From an optimization exercise on the open Yosys and OpenROAD flow, aimed at small area, a short achievable clock period and few clock cycles per item; shortcuts taken in it are not production practice. At most, simulation tests tie the RTL to the original design; equivalence was not proved.

the baseline:
==> flow/design.v (excerpt) <==
module ahb_lite_fir_filter(
    input clk,
          n_rst,
    input logic hsel,
    input logic [3:0] haddr,
    input logic hsize,
    input logic [1:0] htrans,
    input logic hwrite,
    input logic [15:0] hwdata,
    output logic [15:0] hrdata,
    output logic hresp
);
Size: roughly 340 flip-flops.
export LEC_CHECK = 0
export ABC_CLOCK_PERIOD_IN_PS = 5500
export CAP_MARGIN = 20
export CORE_MARGIN = 2
export CORE_UTILIZATION = 40
export SLEW_MARGIN = 20
create_clock -name core_clock -period 12.0 [get_ports {clk}]
standard.sh (not shown) runs the stock make flow with config.mk's settings and CLKGATE_MAP_FILE= SYNTH_SCRIPT=/design/flow/synth_recipe.tcl, a recipe that flattens the netlist after the stock synthesis.
==> flow/flow/run.sh <==
#!/bin/bash
# The standard layout (its synthesis script, registers unchanged), with:
#  - no ABC pass inside yosys's generic synth before the adders are extracted
#    (SYNTH_ARGS=-noabc), so the hand-built adder trees reach extract_fa as
#    written, without inverters around every full adder; ABC still maps the
#    logic afterwards as usual,
#  - timing repair aimed at a setup slack margin (a shorter achieved period
#    than the 12 ns constraint), and
#  - port buffers of a regular buffer cell, and
#  - clock tree synthesis without dummy loads (capacitive cells that only balance
#    the tree).
# The clock and constraints are the standard flow's own.
set -euo pipefail
MARGIN=${MARGIN:-6.5}
bash standard.sh "SYNTH_ARGS=-noabc" "SETUP_SLACK_MARGIN=$MARGIN" \
    "BUFFER_PORTS_ARGS=-buffer_cell sky130_fd_sc_hd__buf_2" \
    "CTS_ARGS=-sink_clustering_enable -repair_clock_nets -dont_use_dummy_load -sink_clustering_size 30 -sink_clustering_max_diameter 100" finish > standard_flow.log 2>&1
The baseline went all the way through the flow, and no timing, DRC or antenna check failed.
Testbench counts of the baseline, summed over its fixed seeds: cycles 2,064, samples 512.
Inputs modified between the baseline and the candidate:
Settings: CORE_UTILIZATION: 40 -> 70.
==> flow/flow/run.sh <==
#!/bin/bash
# The standard layout (its synthesis script, registers unchanged), with:
#  - no ABC pass inside yosys's generic synth before the adders are extracted
#    (SYNTH_ARGS=-noabc), so the hand-built adder trees reach extract_fa as
#    written, without inverters around every full adder; ABC still maps the
#    logic afterwards as usual,
#  - timing repair aimed at a setup slack margin (a shorter achieved period
#    than the 12 ns constraint), and
#  - port buffers of a regular buffer cell.
# The clock and constraints are the standard flow's own.
set -euo pipefail
MARGIN=${MARGIN:-6.5}
bash standard.sh "SYNTH_ARGS=-noabc" "SETUP_SLACK_MARGIN=$MARGIN" \
    "BUFFER_PORTS_ARGS=-buffer_cell sky130_fd_sc_hd__buf_2" finish > standard_flow.log 2>&1
--- outcome ---
- From the baseline to the candidate the numbers moved as follows: total buffers and inverters traversed by the critical path shrank by 3; total placed instance area -about 2%; wire length on met2 climbed 710 um; total vias in the final route now sits higher.
- Reported for the baseline and the candidate, summed instance area of the synthesized netlist turned out identical to the last digit.
- Compared with the baseline, the candidate shows a higher biggest cell delay along the critical path.
- Of the two values seen for kind of critical path, in2out was produced by the baseline and reg2reg by the candidate.
- | total number of nets in the final design | lower: the baseline |

ahb_lite_fir_filter, a different RTL version from the one above (not shown whole).
For scale: roughly 2400 cells after synthesis, ~330 flip-flops, about 44 I/O pins, roughly 0.024 sq mm of cells after synthesis.
Settings: LEC_CHECK=0, ABC_CLOCK_PERIOD_IN_PS=5500, CAP_MARGIN=20, CORE_MARGIN=2, CORE_UTILIZATION=40, SLEW_MARGIN=20; clock period 12.0 ns.
==> flow/flow/run.sh <==
#!/bin/bash
# The standard layout, with timing repair aimed at a setup slack margin
# (a shorter achieved period than the 12 ns constraint) and port buffers of a
# regular buffer cell. The clock and constraints are the standard flow's own.
set -euo pipefail
MARGIN=${MARGIN:-7.0}
bash standard.sh "SETUP_SLACK_MARGIN=$MARGIN" \
    "BUFFER_PORTS_ARGS=-buffer_cell sky130_fd_sc_hd__buf_2" finish > standard_flow.log 2>&1
The first run finished clean.
Change:
--- a/flow/flow/run.sh
+++ b/flow/flow/run.sh
@@ -5,3 +5,3 @@
 set -euo pipefail
-MARGIN=${MARGIN:-7.0}
+MARGIN=${MARGIN:-6.5}
 bash standard.sh "SETUP_SLACK_MARGIN=$MARGIN" \
Global-route usage drops by 0.14 points.
Setup slack is worse by 0.057 ns.
Cell count falls by 1.4%.
Hold slack got worse by 0.011 ns.
Clock-buffer cell count goes up by 7.
Area after synthesis is unchanged.
No functional check of the RTL was part of any run of this note.

before:
Another version of the RTL of ahb_lite_fir_filter (not shown whole).
For scale: roughly 310 flip-flops, about 23000 µm² of cells after synthesis.
==> flow/config.mk <==
export PLATFORM = sky130hd
export DESIGN_NAME = ahb_lite_fir_filter
export DESIGN_NICKNAME = ahb_lite_fir_filter
export VERILOG_FILES = /design/flow/design.v
export SDC_FILE = /design/flow/constraint.sdc
export NUM_CORES = 4
export LEC_CHECK = 0
export ABC_CLOCK_PERIOD_IN_PS = 6000
export CAP_MARGIN = 20
export CORE_MARGIN = 2
export CORE_UTILIZATION = 40
export SETUP_SLACK_MARGIN = 5
export SLEW_MARGIN = 20
==> flow/constraint.sdc <==
create_clock -name core_clock -period 12.0 [get_ports {clk}]
set_input_delay 2.4000 -clock core_clock [delete_from_list [all_inputs] [get_ports {clk}]]
set_output_delay 2.4000 -clock core_clock [all_outputs]
set_load 0.01 [all_outputs]
run.sh (not shown) runs the stock make flow with config.mk's settings and CLKGATE_MAP_FILE= SYNTH_SCRIPT=/design/flow/synth_recipe.tcl, a recipe that flattens the netlist after the stock synthesis.
Stock flow here: none of the scripts above is used.
before finished every step from synthesis to the final layout, and the layout passed the timing, design-rule and antenna checks.
Testbench counts of before, summed over its fixed seeds: cycles 2,064, samples 512.
### before -> after
Settings: clearing SETUP_SLACK_MARGIN, which used to be 5; clearing ABC_CLOCK_PERIOD_IN_PS, which used to be 6000.
==> comparison <==
As far as non-clock inverter instance count of the final layout goes, before and after are indistinguishable; the numbers are identical.
Looking at total routing resource utilization after global routing, after sits 0.26 points below before.
On DRC violation count after routing, before and after are neck and neck.
after vs before — footprint of the flip-flops and latches dropped 35 µm².
Lower final clock period utilization by the worst path was reported by before, not after.

RTL: one of the versions met above, not the one the previous note started from.
For scale: roughly 340 flip-flops, about 44 I/O pins, roughly 22000 µm² of cells after synthesis.
Settings: LEC_CHECK=0, ABC_CLOCK_PERIOD_IN_PS=5500, CAP_MARGIN=20, CORE_MARGIN=2, CORE_UTILIZATION=40, SLEW_MARGIN=20; clock period 12.0 ns.
standard.sh (not shown) runs the stock make flow with config.mk's settings and CLKGATE_MAP_FILE= SYNTH_SCRIPT=/design/flow/synth_recipe.tcl, a recipe that flattens the netlist after the stock synthesis.
==> flow/flow/run.sh <==
#!/bin/bash
# The standard layout (its synthesis script, registers unchanged), with:
#  - no ABC pass inside yosys's generic synth before the adders are extracted
#    (SYNTH_ARGS=-noabc), so the hand-built adder trees reach extract_fa as
#    written, without inverters around every full adder; ABC still maps the
#    logic afterwards as usual,
#  - timing repair aimed at a setup slack margin (a shorter achieved period
#    than the 12 ns constraint), and
#  - port buffers of a regular buffer cell, and
#  - clock tree synthesis without dummy loads (capacitive cells that only balance
#    the tree).
# The clock and constraints are the standard flow's own.
set -euo pipefail
MARGIN=${MARGIN:-6.5}
bash standard.sh "SYNTH_ARGS=-noabc" "SETUP_SLACK_MARGIN=$MARGIN" \
    "BUFFER_PORTS_ARGS=-buffer_cell sky130_fd_sc_hd__buf_2" \
    "CTS_ARGS=-sink_clustering_enable -repair_clock_nets -dont_use_dummy_load -buf_list {sky130_fd_sc_hd__clkbuf_4 sky130_fd_sc_hd__clkbuf_8}" finish > standard_flow.log 2>&1
The baseline completed without violations.
Testbench counts at the start, summed over its fixed seeds: cycles 2,064, samples 512.
Then changed:
==> flow/flow/run.sh (replaced) <==
#!/bin/bash
# The standard layout, with timing repair aimed at a setup slack margin
# (a shorter achieved period than the 12 ns constraint) and port buffers of a
# regular buffer cell. The clock and constraints are the standard flow's own.
set -euo pipefail
MARGIN=${MARGIN:-6.8}
bash standard.sh "SETUP_SLACK_MARGIN=$MARGIN" \
    "BUFFER_PORTS_ARGS=-buffer_cell sky130_fd_sc_hd__buf_2" finish > standard_flow.log 2>&1
Result:
- synthesized cell count went up by 10%
- final area grows by 6.9%
- register-to-register slack degrades by 0.06 ns
- first-iteration DRC count rose by 2.5%
Then changed:
--- a/flow/flow/run.sh
+++ b/flow/flow/run.sh
@@ -4,5 +4,5 @@
 # regular buffer cell. The clock and constraints are the standard flow's own.
 set -euo pipefail
-MARGIN=${MARGIN:-6.8}
+MARGIN=${MARGIN:-7.2}
 bash standard.sh "SETUP_SLACK_MARGIN=$MARGIN" \
     "BUFFER_PORTS_ARGS=-buffer_cell sky130_fd_sc_hd__buf_2" finish > standard_flow.log 2>&1
Outcome: Register-to-register slack is better by 0.16 ns; area after synthesis does not change; cell count came out higher slightly; core utilization came out higher by 1.8 points; via count came out higher slightly; clock skew came out higher by 0.012 ns; final area came out higher by a few percent.
Then changed:
==> flow/flow/run.sh (replaced) <==
#!/bin/bash
# The standard layout (its synthesis script, registers unchanged), with:
#  - no ABC pass inside yosys's generic synth before the adders are extracted
#    (SYNTH_ARGS=-noabc), so the hand-built adder trees reach extract_fa as
#    written, without inverters around every full adder; ABC still maps the
#    logic afterwards as usual,
#  - timing repair aimed at a setup slack margin (a shorter achieved period
#    than the 12 ns constraint), and
#  - port buffers of a regular buffer cell.
# The clock and constraints are the standard flow's own.
set -euo pipefail
MARGIN=${MARGIN:-6.5}
bash standard.sh "SYNTH_ARGS=-noabc" "SETUP_SLACK_MARGIN=$MARGIN" \
    "BUFFER_PORTS_ARGS=-buffer_cell sky130_fd_sc_hd__buf_2" finish > standard_flow.log 2>&1
Settings changed: CAP_MARGIN 20 to 0, SLEW_MARGIN 20 to 0.
Synthesized cell count came out lower by 9.2%.
Cell count shrinks by 9.4%.
Final area decreases by 9.0%.
Worst setup slack degrades by 0.14 ns.
Die area decreases by 3.4%.
Fmax drops by 2.6%.
First-iteration DRC count fell by 0.35%.
Wire length shrinks by 10%.
Critical path depth increases by 14.

static timing again, ports no longer ideal:
How much do the figures lean on ideal ports? The routed layouts below were timed once more, with nothing changed but the port constraints. Step 1: set_driving_cell puts a clkbuf_16 on clk and a buf_2 on each other input, an assumption about the parent block. Step 2 also shifts input and output timing later by t, the mid clock arrival at the registers, as if the neighbouring blocks saw the same clock. Slacks: ideal / step 1 / step 2; pairs: ideal / step 1.
| run | t (ns) | slack for setup (ns) | hold slack, ns | pins driven straight from the clock port |
|---|---|---|---|---|
| the baseline | 0.573 | 6.544 / 6.506 / 6.033 | 0.475 / 0.475 / 0.475 | 1 |
| the candidate | 0.591 | 6.465 / 6.465 / 6.167 | 0.474 / 0.474 / 0.474 | 1 |
| the first run of note 2 | 0.616 | 5.841 / 5.841 / 5.841 | 0.480 / 0.480 / 0.480 | 1 |
| the second run of note 2 | 0.625 | 5.785 / 5.785 / 5.785 | 0.469 / 0.469 / 0.469 | 1 |
| before | 0.613 | 5.011 / 5.011 / 4.588 | 0.477 / 0.477 / 0.477 | 1 |
| after | 0.607 | 3.802 / 3.802 / 3.460 | 0.470 / 0.470 / 0.470 | 1 |
| the first run of note 4 | 0.668 | 6.534 / 6.496 / 5.933 | 0.473 / 0.473 / 0.473 | 1 |
| the second run of note 4 | 0.617 | 6.526 / 6.442 / 6.273 | 0.472 / 0.472 / 0.472 | 1 |
| the third run of note 4 | 0.631 | 6.576 / 6.465 / 6.460 | 0.470 / 0.470 / 0.470 | 1 |
| the fourth run of note 4 | 0.619 | 6.433 / 6.433 / 6.005 | 0.474 / 0.474 / 0.474 | 1 |
After both steps setup and hold are still met in every run listed. For the first run of note 4, which loses most, drivers alone change the setup slack by -0.038 ns; drivers and shift together by -0.601 ns.
